Context: an optimization exercise on an open-source flow, tuned for small area, a short achievable clock period and few clock cycles per item. The choices shown serve that exercise and are no tape-out recipe.
Function was checked by simulation only, so behaviour that the tests miss may differ from the original.
No activity file was given, so power comes from the tool's default toggle rates.

## flow/design.v (module list and top-level ports; edited modules follow where they fit)
// module gain_core_s1: 549 lines
// module gain_recode: 29 lines
// module gain_core_s2: 129 lines
// module gain_core: 12 lines
// module axis_gain_wrapper: 145 lines
module axis_gain_wrapper #(
    parameter integer C_S_AXI_DATA_WIDTH = 32,
    parameter integer C_S_AXI_ADDR_WIDTH = 4,
    parameter integer AUDIO_WIDTH        = 16,
    parameter integer GAIN_FBITS         = 12
)(
    input  wire aclk,
    input  wire aresetn,
    input  wire [31:0] s_axis_tdata,
    input  wire        s_axis_tlast,
    input  wire        s_axis_tvalid,
    output wire        s_axis_tready,
    output wire [31:0] m_axis_tdata,
    output wire        m_axis_tlast,
    output wire        m_axis_tvalid,
    input  wire        m_axis_tready,
    input  wire [C_S_AXI_ADDR_WIDTH-1:0] s_axi_awaddr,
    input  wire                          s_axi_awvalid,
    output wire                          s_axi_awready,
    input  wire [C_S_AXI_DATA_WIDTH-1:0] s_axi_wdata,
    input  wire [3:0]                    s_axi_wstrb,
    input  wire                          s_axi_wvalid,
    output wire                          s_axi_wready,
    output wire [1:0]                    s_axi_bresp,
    output reg                           s_axi_bvalid,
    input  wire                          s_axi_bready,
    input  wire [C_S_AXI_ADDR_WIDTH-1:0] s_axi_araddr,
    input  wire                          s_axi_arvalid,
    output wire                          s_axi_arready,
    output reg  [C_S_AXI_DATA_WIDTH-1:0] s_axi_rdata,
    output wire [1:0]                    s_axi_rresp,
    output reg                           s_axi_rvalid,
    input  wire                          s_axi_rready
);
  // ...
==> flow/flow/run.sh <==
#!/bin/bash
# Standard layout with these changes:
#  - the port buffers use the smallest buffer cell;
#  - m_axis_tready and s_axis_tready sit next to each other (flow/io.tcl);
#  - after the standard synthesis, flow/flip_fa.py removes inverters around
#    full adders and xor gates (a full adder is self-dual, so some adders
#    take the complements of their inputs instead; an xor2 absorbs an
#    inverted input or output by becoming an xnor2); registers are not
#    touched. The gate that drives s_axis_tready (and s_axi_arready) is
#    copied for the loads inside, so the port does not share their fanout.
# Each step's output goes to its own log file in this folder.
set -euo pipefail
export BUFFER_PORTS_ARGS="-buffer_cell sky130_fd_sc_hd__buf_1"
export IO_CONSTRAINTS="$PWD/flow/io.tcl"
RES=orfs/results/sky130hd/axis_gain_wrapper/base
bash standard.sh synth > synth_flow.log 2>&1
cp "$RES/1_2_yosys.v" synth_netlist_standard.v
python3 flow/flip_fa.py synth_netlist_standard.v "$RES/1_2_yosys.v" > flip_fa.log 2>&1
touch "$RES/1_2_yosys.v"
bash standard.sh > layout_flow.log 2>&1
==> flow/flow/flip_fa.py <==
#!/usr/bin/env python3
"""Post-synthesis clean-up of inverters around full adders and xor gates.

A full adder is self-dual: FA(~a, ~b, ~c) = (~sum, ~cout). An xor2 takes an
inverted input, or gives an inverted output, by becoming an xnor2 (and back).
Synthesis often leaves inverters between such cells. This script chooses a
set of full adders and xors to "flip" (a flipped adder takes the complements
of its inputs and its outputs carry the complements of the original values;
a flipped xor gives the complement of its original output) so that fewer
signals need an inverted copy, then rebuilds the inverters: one inverter per
signal that some input needs inverted. Registers and all other cells are left
as they are; the logic function of every register input and output port is
unchanged.

usage: flip_fa.py IN.v OUT.v
"""
import re, sys, collections

OUTP = {'X', 'Y', 'Q', 'Q_N', 'SUM', 'COUT', 'HI', 'LO'}

def is_inv(t):
    return re.match(r'sky130_fd_sc_hd__(inv|clkinv)_\d+$', t) is not None

def is_fa(t):
    return re.match(r'sky130_fd_sc_hd__fa_\d+$', t) is not None

XOR_SWAP = {}
for k in (1, 2, 4):
    XOR_SWAP[f'sky130_fd_sc_hd__xor2_{k}'] = f'sky130_fd_sc_hd__xnor2_{k}'
    XOR_SWAP[f'sky130_fd_sc_hd__xnor2_{k}'] = f'sky130_fd_sc_hd__xor2_{k}'

def is_xor(t):
    return t in XOR_SWAP

def norm(n):
    return n.strip()

def emit_net(n):
    return n + ' ' if n.startswith('\\') else n

def main():
    src, dst = sys.argv[1], sys.argv[2]
    text = open(src).read()
    cell_re = re.compile(r'^  (sky130_fd_sc_hd__\w+) (\S+)\s+\((.*?)\n  \);\n', re.S | re.M)
    cells = []
    first = None; last = None
    for m in cell_re.finditer(text):
        if first is None: first = m.start()
        last = m.end()
        pins = [(p, norm(n)) for p, n in re.findall(r'\.(\w+)\(([^()]*)\)', m.group(3))]
        cells.append([m.group(1), m.group(2), pins])
    head, tail = text[:first], text[last:]
    assert tail.strip().startswith('endmodule'), 'unexpected netlist layout'
    assert 'assign' not in head and 'assign' not in tail, 'assign statements not handled'
    # port bits
    ports = set()
    for kind, rng, names in re.findall(r'^\s*(input|output|inout)\s*(\[[^\]]*\])?\s*([^;]*);', head, re.M):
        for nm in names.split(','):
            nm = nm.strip()
            if rng:
                hi, lo = [int(x) for x in rng[1:-1].split(':')]
                for b in range(min(hi, lo), max(hi, lo) + 1):
                    ports.add(f'{nm}[{b}]')
            ports.add(nm)
    drv = {}
    for i, (t, nm, pins) in enumerate(cells):
        for p, n in pins:
            if p in OUTP:
                drv[n] = (i, p)
    removable = [is_inv(t) and dict(pins)['Y'] not in ports for t, nm, pins in cells]
    fa = [is_fa(t) for t, nm, pins in cells]
    xo = [is_xor(t) for t, nm, pins in cells]
    flex = [a or b for a, b in zip(fa, xo)]

    def root(n):
        par = 0
        while n in drv and removable[drv[n][0]]:
            n = dict(cells[drv[n][0]][2])['A']
            par ^= 1
        return n, par

    # consumer pins: (cell, pin index, root, parity)
    cons = collections.defaultdict(list)
    for i, (t, nm, pins) in enumerate(cells):
        if removable[i]: continue
        for k, (p, n) in enumerate(pins):
            if p in OUTP: continue
            r, q = root(n)
            cons[r].append((i, k, q))

    def rdrv(r):
        if r in drv and flex[drv[r][0]]:
            return drv[r][0]
        return None

    flip = [0] * len(cells)

    def need(r):
        d = rdrv(r)
        fd = flip[d] if d is not None else 0
        return any(q ^ fd ^ (flip[i] if fa[i] else 0) for i, k, q in cons[r] if not xo[i])

    touch = collections.defaultdict(set)
    for r, lst in cons.items():
        for i, k, q in lst:
            touch[i].add(r)
        d = rdrv(r)
        if d is not None:
            touch[d].add(r)
    before = sum(need(r) for r in cons)
    # greedy single flips, then a few rounds of random perturbation kept
    # only when they lower the count (deterministic seed)
    def descend(order):
        improved = True
        while improved:
            improved = False
            for i in order:
                rs = touch[i]
                b = sum(need(r) for r in rs)
                flip[i] ^= 1
                a = sum(need(r) for r in rs)
                if a < b:
                    improved = True
                else:
                    flip[i] ^= 1
    import random
    rng = random.Random(1)
    idx = [i for i in range(len(cells)) if flex[i]]
    descend(idx)
    best = sum(need(r) for r in cons)
    best_flip = list(flip)
    for it in range(600):
        for i in rng.sample(idx, max(1, len(idx) // 10)):
            flip[i] ^= 1
        order = list(idx)
        rng.shuffle(order)
        descend(order)
        cur = sum(need(r) for r in cons)
        if cur < best:
            best, best_flip = cur, list(flip)
        else:
            flip[:] = best_flip
    after = sum(need(r) for r in cons)

    # the outputs of flipped adders now carry complemented values: rename them
    ren = {}
    for i in range(len(cells)):
        if flip[i] and flex[i]:
            for k, (p, n) in enumerate(cells[i][2]):
                if p in OUTP:
                    assert n not in ports
                    ren[n] = f'_ff{len(ren)}_'
                    cells[i][2][k] = (p, ren[n])
    # rebuild
    invnet = {}
    newcells = []
    wires = []
    for r in sorted(cons):
        if need(r):
            n = f'_fi{len(invnet)}_'
            invnet[r] = n
            wires.append(f'  wire {n};\n')
            newcells.append(f'  sky130_fd_sc_hd__inv_1 _fic{len(newcells)}_ (\n    .A({emit_net(ren.get(r, r))}),\n    .Y({n})\n  );\n')
    xpar = [0] * len(cells)
    for r, lst in cons.items():
        d = rdrv(r)
        fd = flip[d] if d is not None else 0
        for i, k, q in lst:
            p, n = cells[i][2][k]
            if xo[i]:
                # an xor takes the signal as it is; its type absorbs the parity
                xpar[i] ^= q ^ fd
                cells[i][2][k] = (p, ren.get(r, r))
                continue
            par = q ^ fd ^ (flip[i] if fa[i] else 0)
            cells[i][2][k] = (p, invnet[r] if par else ren.get(r, r))
    nswap = 0
    for i in range(len(cells)):
        if xo[i] and (xpar[i] ^ flip[i]):
            new_t = XOR_SWAP[cells[i][0]]
            opin = 'Y' if 'xnor' in new_t else 'X'
            cells[i][0] = new_t
            cells[i][2] = [(opin if p in ('X', 'Y') else p, n) for p, n in cells[i][2]]
            nswap += 1

    # drop declarations of wires no cell uses any more (the removed inverters' outputs)
    used = set()
    for i, (t, nm, pins) in enumerate(cells):
        if removable[i]: continue
        for p, n in pins:
            used.add(n)
            used.add(re.sub(r'\[\d+\]$', '', n))
    def keep(line):
        m = re.match(r'^  wire (\S+) ?;$', line)
        if not m: return True
        return m.group(1) in used or m.group(1) in ports
    head = '\n'.join(l for l in head.split('\n') if keep(l))
    # an output port driven by a single-input/simple gate that also feeds
    # logic inside: give the inside loads their own copy of the gate, so the
    # port's path does not carry the inside fanout
    ndup = 0
    for i, (t, nm, pins) in enumerate(cells):
        if removable[i] or cells[i][0] in XOR_SWAP or fa[i]: continue
        if not re.match(r'sky130_fd_sc_hd__(inv|clkinv|nand2|nor2|or2|and2|buf|clkbuf)_\d+$', t): continue
        outs = [(k, n) for k, (p, n) in enumerate(pins) if p in OUTP]
        if len(outs) != 1: continue
        k, n = outs[0]
        if n not in ports: continue
        inside = [(j, kk) for j, (tt, nn, pp) in enumerate(cells) if not removable[j]
                  for kk, (p2, n2) in enumerate(pp) if p2 not in OUTP and n2 == n]
        if not inside: continue
        nn = f'_fd{ndup}_'
        ndup += 1
        wires.append(f'  wire {nn};\n')
        newpins = [(p, nn if kk == k else x) for kk, (p, x) in enumerate(pins)]
        body = ',\n'.join(f'    .{p}({emit_net(x)})' for p, x in newpins)
        newcells.append(f'  {t} _fdc{ndup}_ (\n{body}\n  );\n')
        for j, kk in inside:
            p2, n2 = cells[j][2][kk]
            cells[j][2][kk] = (p2, nn)
    sys.stderr.write(f'flip_fa: {ndup} output port drivers duplicated for inside loads\n')
    out = [head.rstrip('\n') + '\n']
    out.extend(wires)
    out.extend(f'  wire {n};\n' for n in ren.values())
    for i, (t, nm, pins) in enumerate(cells):
        if removable[i]: continue
        body = ',\n'.join(f'    .{p}({emit_net(n)})' for p, n in pins)
        out.append(f'  {t} {emit_net(nm)} (\n{body}\n  );\n')
    out.extend(newcells)
    out.append(tail)
    open(dst, 'w').write(''.join(out))
    nrem = sum(removable)
    sys.stderr.write(f'flip_fa: removed {nrem} inverters, added {len(newcells)}; '
                     f'flipped {sum(f for f, a in zip(flip, fa) if a)} of {sum(fa)} full adders and {sum(f for f, x in zip(flip, xo) if x)} of {sum(xo)} xors, {nswap} xor/xnor swaps '
                     f'(inverted signals {before} -> {after})\n')

main()
==> flow/flow/io.tcl <==
# Keep the two ready pins of the stream side by side: s_axis_tready is a
# combinational function of m_axis_tready (the only input-to-output path).
set_io_pin_constraint -group -order -pin_names {m_axis_tready s_axis_tready}
==> flow/standard.sh <==
#!/bin/bash
# synth_recipe.tcl (not shown) runs the flow's synth.tcl, then flattens the netlist and writes it again
# the make line also repeats each setting of config.mk as NAME=value (left out here)
make -C /OpenROAD-flow-scripts/flow DESIGN_CONFIG=/design/flow/config.mk WORK_HOME=/design/flow/orfs CLKGATE_MAP_FILE= SYNTH_SCRIPT=/design/flow/synth_recipe.tcl "${@:-finish}"
==> flow/config.mk <==
export PLATFORM = sky130hd
export DESIGN_NAME = axis_gain_wrapper
export DESIGN_NICKNAME = axis_gain_wrapper
export VERILOG_FILES = /design/flow/design.v
export SDC_FILE = /design/flow/constraint.sdc
export NUM_CORES = 4
export LEC_CHECK = 0
export ABC_AREA = 1
export CAP_MARGIN = 20
export CORE_MARGIN = 2
export CORE_UTILIZATION = 40
export CTS_BUF_LIST = sky130_fd_sc_hd__clkbuf_4 sky130_fd_sc_hd__clkbuf_8
export SETUP_SLACK_MARGIN = 4.5
export SLEW_MARGIN = 20
==> flow/constraint.sdc <==
create_clock -name core_clock -period 8.0 [get_ports {aclk}]
set_input_delay 1.6000 -clock core_clock [delete_from_list [all_inputs] [get_ports {aclk}]]
set_output_delay 1.6000 -clock core_clock [all_outputs]
set_load 0.01 [all_outputs]
==> out/metrics.csv, run 1 <==
stage,metric,value,unit
synth,syn avg cell area,11.19,sq um
timing,final setup TNS,0,ns
critical_path,CP Capture Type,output pin,
critical_path,Setup crit end,s_axis_tready,
finish,"most common cell after layout, fill and taps aside",edfxtp_1,
cts,CTS Buf Count,53,
critical_path,WP buf/inv,3,
global_route,GRT Residual Overflow,0,
critical_path,crit-path leading delay family,buffers and inverters,
cts,CTS tree,built,
detailed_routing,Routed Antenna Nets,0,
cts,Resize count post-CTS,14,
finish,Final Util,48.32,%
finish,FF+latch area,0.009129,sq mm
finish,Final nets,2629,
pwr,internal power,5138,uW
die,Die X,238.1,um
outcome,status,timing/DRC/antenna clean,
placed_design,input/output buffers,149,
cts,Post-CTS Hold Fix Bufs,0,
global_route,initial antenna violation count,3,
pwr,combinational power,4330,uW
finish,multi-input gates,1339,
timing,RSZ-0062 raised after global routing,yes,
finish,sequential fraction of total cell area,34.97,%
critical_path,reg2reg end,rbr[10],
timing,hold_ws,0.4371,ns
critical_path,Worst R2R Path Depth,8,
min_path,Worst Hold Depth,0,
global_route,vias in the first global route,14975,
pwr,Comb power frac,51.2,%
finish,top cell category,multi-input gates,
Testbench counts, summed over its fixed seeds: cycles 16,480, samples 16,384.
==> run 2: changes to the inputs <==
--- a/flow/config.mk
+++ b/flow/config.mk
@@ -10,5 +10,5 @@
 export CORE_MARGIN = 2
 export CORE_UTILIZATION = 40
 export CTS_BUF_LIST = sky130_fd_sc_hd__clkbuf_4 sky130_fd_sc_hd__clkbuf_8
-export SETUP_SLACK_MARGIN = 4.5
+export SETUP_SLACK_MARGIN = 4.35
 export SLEW_MARGIN = 20
==> run 2 against run 1 <==
  * Still clean
  * Routed wire length fell by 5.3%
  * Fmax fell by 1.0%
  * First-iteration DRC count fell by 6.4%
  * Clock-buffer cell count did not move
  * Final area fell by 6.3%
  * Combinational power fell by 4%
  * Global-route usage fell by 0.14 points
  * Total power fell by 2.0%
  * Sequential power barely moved
  * Clock skew barely moved
  * Non-clock buffer count fell by 149
  * Sequential share of layout area rose by 2.4 points
  * Largest power group unchanged
==> out/metrics.csv, run 2 <==
stage,metric,value,unit,change
outcome,status,timing/DRC/antenna clean,,
die,die height,238.1,um,
pwr,peak supply drop,0.1573,mV,
pwr,Net Sw Frac,39.43,%,
run,MaxCap Viol Count,0,,
global_route,vias in the first global route,14845,,-0.87%
pwr,share of total power in the clock network,17.4,%,
finish,Final Util,45.26,%,-3.1 points
critical_path,CP max stage delay,0.15,ns,
cts,Worst-Skew Late Latency,0.63,ns,
pwr,Leakage,0.01084,uW,
timing,final setup margin,4.420,ns,
cts,H-tree levels,2,,
detailed_routing,Routed Antenna Nets,0,,unchanged
critical_path,slowest CP cell,buf_1,,
global_route,M2 GR Usage,26.90,%,
pwr,power density over the cells,339.4,mW/mm^2,
pwr,internal power,5026,uW,-2.2%
timing,Layout Skew,0.01669,ns,
die,core box area,0.05403,sq mm,
pwr,"Power, Total",8298,uW,
global_route,met3 Usage GRT,4.037,%,
finish,Final nets,2473,,-5.9%
timing,FMAX,0.2794,GHz,
die,Starting Density,40.58,%,
timing,final slew viol count,0,,
critical_path,CP Cell Sequence,buf_1 > nor2_4 > inv_1 > buf_1,,
critical_path,reg2reg end,cil,,
placed_design,post-detail-place hpwl,35310,um,
cts,CTS Buf Count,53,,unchanged
global_route,pin count of the biggest net entering global routing,154,,
die,Die X,238.1,um,unchanged
finish,area grow syn2layout,11.53,%,
finish,"commonest cells after routing, fill and taps aside","edfxtp_1, nand2_1, xor2_1, o22ai_1, inv_1",,
global_route,met1 usage,24.37,%,
min_path,hold path startpoint,l0,,
timing,crit path time final,3.580,ns,
detailed_routing,vias per cell,5.198,,
critical_path,crit path launch type,input port,,
placed_design,GP Congestion,0.8392,,
critical_path,critical path's most frequent cell,buf_1,,
cts,clk sink count,306,,
synth,Post-Syn Instances,1960,,
critical_path,R2R Path Start,d0[7],,
timing,hold_ws,0.4359,ns,-0.001224 ns
pwr,Flop pwr share,32.5,%,
cts,clk slew on worst S/H paths,0.07,ns,
timing,"Setup violations, final",0,,
cts,Post-CTS Hold Fix Bufs,0,,unchanged
global_route,GRT Total Usage,17.45,%,
detailed_routing,1st-iter DRT viols,1028,,
critical_path,worst endpoint data arrival time,1.98,ns,
die,Die ar.,0.05670,sq mm,
global_route,gr busiest metal,met2,,
detailed_routing,drt first pass iters,7,,
finish,layout cells sized above 1,9.519,%,
finish,"most common cell after layout, fill and taps aside",edfxtp_1,,
critical_path,Worst Path Required,6.40,ns,
pwr,Psw,3272,uW,
detailed_routing,drt drc,0,,
timing,final worst-path cycle share,44.75,%,
pwr,Comb power frac,50.1,%,-1.1 points
synth,Ys Warns,1,,
min_path,hold crit path type,register to register,,
critical_path,Critical Path Fanout Max,2,,
placed_design,input/output buffers,149,,unchanged
synth,Mapped Area,0.02192,sq mm,
min_path,WHS Endpoint,l1,,
critical_path,crit-path leading delay family,buffers and inverters,,
critical_path,WP buf/inv,3,,unchanged
detailed_routing,final wirelength,49410,um,
global_route,GRT Residual Overflow,0,,unchanged
synth,syn avg cell area,11.19,sq um,unchanged
critical_path,Crit Path Category,input port to output pin,,
die,Top Ports,162,,
cts,CTS tree,built,,
cts,Clock Path Buffers,3,,
timing,Slew @ Worst Pin,1.057,ns,
timing,final setup TNS,0,ns,unchanged
detailed_routing,DR vias,14762,,
global_route,first-pass GRT wire length,79690,um,
placed_design,post-place setup slack,4.114,ns,
min_path,Worst Hold Depth,0,,unchanged
critical_path,Worst R2R Path Depth,9,,+1
critical_path,WP depth,4,,
critical_path,CP Capture Type,output pin,,
cts,clk root buf,clkbuf_8,,
die,Site Rows,85,,
timing,RSZ-0062 raised after global routing,yes,,
timing,max_slew headroom,29.52,%,
timing,Final Hold Viols,0,,
global_route,initial antenna violation count,3,,unchanged
detailed_routing,Routed wire per std cell,17.40,um,
critical_path,slack of the worst reg-to-reg path,4.45,ns,
-- run 2: worst max-delay path by stage --
stage | from | endpoint | slack [ns]
3_5_place_dp | m_axis_tready | rbr[2] | 4.11
4_1_cts | m_axis_tready | s_axis_tready | 4.41
5_1_grt | d0[8] | cil | 4.29
6_report | m_axis_tready | s_axis_tready | 4.42
2_1_floorplan | m_axis_tready | b0l[0] | 2.86
3_3_place_gp | m_axis_tready | rar[2] | 4.22
-- run 2: per-stage QoR --
stage          instances  area, sq um
2_1_floorplan       1963        21980
3_3_place_gp        2710        23010
3_5_place_dp        2710        23010
4_1_cts             2811        24110
5_1_grt             2840        24450
6_report            2840        24450
-- run 2: final cells by class --
cell class | count | area, sq um
fillers | 5021 | 29570
flip-flops and latches | 306 | 9129
clock buffers | 61 | 814.5
diodes | 1 | 2.502
inverters | 211 | 852.1
well taps | 696 | 870.8
multi-input cells | 1339 | 11570
clock inverters | 38 | 269.0
repair buffers | 188 | 939.7
-- run 2: worst reg2reg max path, delay by kind of cell, from the launching register on --
family	cells	cell delay, ns
simple gates	1	0.09
xor+xnor	1	0.20
buf+inv	1	0.46
flops	1	0.35
compound gates	2	0.36
fa+ha+maj	4	1.83
-- run 2: layer usage --
layer,routed length (um),up-vias
met5,27,-
met4,1204,4
met3,4027,90
met2,22200,548
met1,21950,7121
li1,-,6999
-- run 2: what timing repair did --
item	in CTS	in global routing
endpoints found under the setup margin	20	12
gates resized for setup	0	15
cloned	0	0
pin swaps	1	0
setup buffers	2	27
-- run 2: power by group through the flow --
stage / sequential (uW) / clock, uW / combinational [uW]
detailed placement: 2760 / 0 / 4170
floorplan: 2700 / 0 / 3170
global placement: 2750 / 0 / 4040
CTS: 2720 / 1500 / 4190
finish: 2700 / 1440 / 4150
global route: 2750 / 1560 / 4820
==> run 3: changes to the inputs <==
--- a/flow/config.mk
+++ b/flow/config.mk
@@ -9,6 +9,8 @@
 export CAP_MARGIN = 20
 export CORE_MARGIN = 2
 export CORE_UTILIZATION = 40
-export CTS_BUF_LIST = sky130_fd_sc_hd__clkbuf_4 sky130_fd_sc_hd__clkbuf_8
+export CTS_BUF_LIST = sky130_fd_sc_hd__clkbuf_8
+export CTS_CLUSTER_DIAMETER = 60
+export CTS_CLUSTER_SIZE = 14
 export SETUP_SLACK_MARGIN = 4.35
 export SLEW_MARGIN = 20
==> run 3 against run 2 <==
  * Sequential share of layout area is 0.54 points higher
  * Critical endpoint unchanged
  * Global-route usage down 0.25 points
  * Highest routed layer unchanged
  * Largest cell class unchanged
  * Final area fell by 1.4%
  * Synthesized cell count stayed put
  * Cell count is 1.3% lower
==> out/metrics.csv, run 3 <==
stage,metric,value,unit,change
timing,final worst-path cycle share,44.76,%,about the same
timing,max_slew headroom,27.74,%,-1.8 points
finish,area grow syn2layout,9.948,%,
critical_path,Worst R2R Path Depth,12,,+3
die,die height,238.1,um,unchanged
timing,Slew @ Worst Pin,1.084,ns,+0.02675 ns
cts,Clock Path Buffers,3,,unchanged
critical_path,worst endpoint data arrival time,1.98,ns,about the same
critical_path,WP buf/inv,3,,unchanged
detailed_routing,drt first pass iters,5,,-2
pwr,power density over the cells,326.3,mW/mm^2,-3.9%
synth,Ys Warns,1,,unchanged
timing,final setup TNS,0,ns,unchanged
critical_path,Critical Path Fanout Max,2,,unchanged
timing,"Setup violations, final",0,,unchanged
pwr,Leakage,0.01064,uW,-1.9%
die,Die X,238.1,um,unchanged
die,Top Ports,162,,unchanged
timing,FMAX,0.2793,GHz,about the same
finish,Final Util,44.62,%,-0.64 points
pwr,peak supply drop,0.1515,mV,-3.7%
synth,Post-Syn Instances,1960,,unchanged
detailed_routing,Routed Antenna Nets,0,,unchanged
timing,RSZ-0062 raised after global routing,yes,,
cts,clk slew on worst S/H paths,0.09,ns,+0.02 ns
global_route,GRT Residual Overflow,0,,unchanged
cts,Post-CTS Hold Fix Bufs,0,,unchanged
global_route,vias in the first global route,14541,,-2.0%
cts,clk root buf,clkbuf_8,,
critical_path,Crit Path Category,input port to output pin,,
cts,CTS tree,built,,
timing,Final Hold Viols,0,,unchanged
cts,Worst-Skew Late Latency,0.65,ns,+0.02 ns
detailed_routing,drt drc,0,,unchanged
die,Starting Density,40.58,%,unchanged
cts,H-tree levels,1,,-1
outcome,status,timing/DRC/antenna clean,,
cts,clk sink count,306,,unchanged
finish,layout cells sized above 1,8.266,%,-1.3 points
finish,fin area,0.02410,sq mm,-1.4%
placed_design,placed cell area,0.02301,sq mm,unchanged
timing,crit path time final,3.581,ns,+0.001260 ns
critical_path,CP Cell Sequence,buf_1 > nor2_4 > inv_1 > buf_1,,
run,MaxCap Viol Count,0,,unchanged
finish,# fillers,5013,,-0.16%
die,core box area,0.05403,sq mm,unchanged
min_path,Worst Hold Depth,0,,unchanged
timing,final slew viol count,0,,unchanged
die,Site Rows,85,,unchanged
synth,syn avg cell area,11.19,sq um,unchanged
critical_path,slowest CP cell,buf_1,,
critical_path,WP depth,4,,unchanged
global_route,GRT Total Usage,17.19,%,-0.25 points
placed_design,GP Congestion,0.8392,,unchanged
global_route,first-pass GRT wire length,79050,um,-0.80%
synth,Mapped Area,0.02192,sq mm,unchanged
critical_path,crit path launch type,input port,,
critical_path,CP Capture Type,output pin,,
finish,"commonest cells after routing, fill and taps aside","edfxtp_1, nand2_1, xor2_1, o22ai_1, inv_1",,
min_path,hold crit path type,register to register,,
detailed_routing,vias per cell,5.254,,+1.1%
critical_path,CP max stage delay,0.15,ns,about the same
placed_design,input/output buffers,149,,unchanged
critical_path,critical path's most frequent cell,buf_1,,
timing,Layout Skew,0.03064,ns,+0.01395 ns
die,Die ar.,0.05670,sq mm,unchanged
critical_path,Worst Path Required,6.40,ns,about the same
detailed_routing,DR vias,14721,,-0.28%
finish,"most common cell after layout, fill and taps aside",edfxtp_1,,
detailed_routing,Routed wire per std cell,17.59,um,+1.1%
detailed_routing,final wirelength,49280,um,-0.27%
global_route,initial antenna violation count,3,,unchanged
cts,CTS Buf Count,30,,-43%
finish,Final nets,2460,,-0.53%
detailed_routing,1st-iter DRT viols,944,,-8.2%
global_route,pin count of the biggest net entering global routing,154,,unchanged
critical_path,crit-path leading delay family,buffers and inverters,,
placed_design,post-detail-place hpwl,35310,um,unchanged
==> run 3: what timing repair did <==
action                                 CTS  global route
resized for setup                        0            18
setup endpoints to repair               20            13
endpoints found under the hold margin    0             0
setup buffers                            2            37
pin swaps                                1             0
==> run 3: routing by layer <==
metal  up-vias  global-route usage [%]  part of all wire, %
met3        70                   3.633                  7.8
met4         4                   4.773                  2.3
met5         -                       0                0.055
met1      7176                   24.47                   45
li1       6952                       -                    -
met2       519                   26.66                   45
==> run 3: power breakdown <==
part           leakage [uW]  internal [uW]  switching, uW  total, uW
registers           0.00323           2480            217       2690
clock network      0.000321            443            559       1000
logic               0.00709           1770           2400       4170
total                0.0106           4690           3180       7860
==> run 3: cell type report <==
type	count	area (sq um)	share of cell area (%)
multi-input cells	1339	11570	48.02
flip-flops and latches	306	9129	37.87
repair buffers	198	1052	4.365
well taps	696	870.8	3.613
inverters	211	863.3	3.582
clock buffers	32	440.4	1.827
clock inverters	19	171.4	0.7111
diodes	1	2.502	0.01038
==> run 3: per-stage QoR <==
| step | setup slack (ns) | std cells | hold WS (ns) | power (uW) |
|---|---|---|---|---|
| after floorplan | 2.865 | 1963 | 0.4003 | 5872 |
| after global placement | 4.216 | 2710 | 0.4153 | 6787 |
| after detailed placement | 4.114 | 2710 | 0.4112 | 6928 |
| after CTS | 4.408 | 2763 | 0.4447 | 7957 |
| after global routing | 4.285 | 2802 | 0.4510 | 8675 |
| final | 4.419 | 2802 | 0.4364 | 7865 |
==> run 3: path summary, 6_finish.rpt <==
kind                               startpoint       endpoint  slack [ns]
worst max-delay path            m_axis_tready  s_axis_tready        4.42
worst min-delay path                       l0             l1        0.44
worst max register to register         b0l[1]            cil        4.45
worst min register to register             l0             l1        0.44

## separate check: timing with driven ports
How much do the figures lean on ideal ports? The routed layouts below were timed once more, with nothing changed but the port constraints.
Step 1 (the two cells are an assumption about what drives the block):
set clk [get_ports {aclk}]
set_driving_cell -lib_cell sky130_fd_sc_hd__clkbuf_16 $clk
set_driving_cell -lib_cell sky130_fd_sc_hd__buf_2 [delete_from_list [all_inputs] $clk]
Step 2 times the ports against the registers' clock, not the clock port: input delays grow and output delays shrink by t, the midpoint of the rising clock arrivals with the driver on.
a / b / c = no drivers / after step 1 / after step 2; a / b = the first two.
run	shift t [ns]	setup slack, ns	worst register clock-pin slew, ns	cell pins on the clock port's net
run 1	0.681	4.457 / 4.419 / 4.419	0.07 / 0.07	1
run 2	0.676	4.420 / 4.386 / 4.386	0.07 / 0.07	1
run 3	0.689	4.419 / 4.384 / 4.384	0.09 / 0.09	1
After both steps setup and hold are still met in every run listed. The setup slack of run 1, which loses most, moves by -0.038 ns with the drivers and by -0.038 ns with both steps.
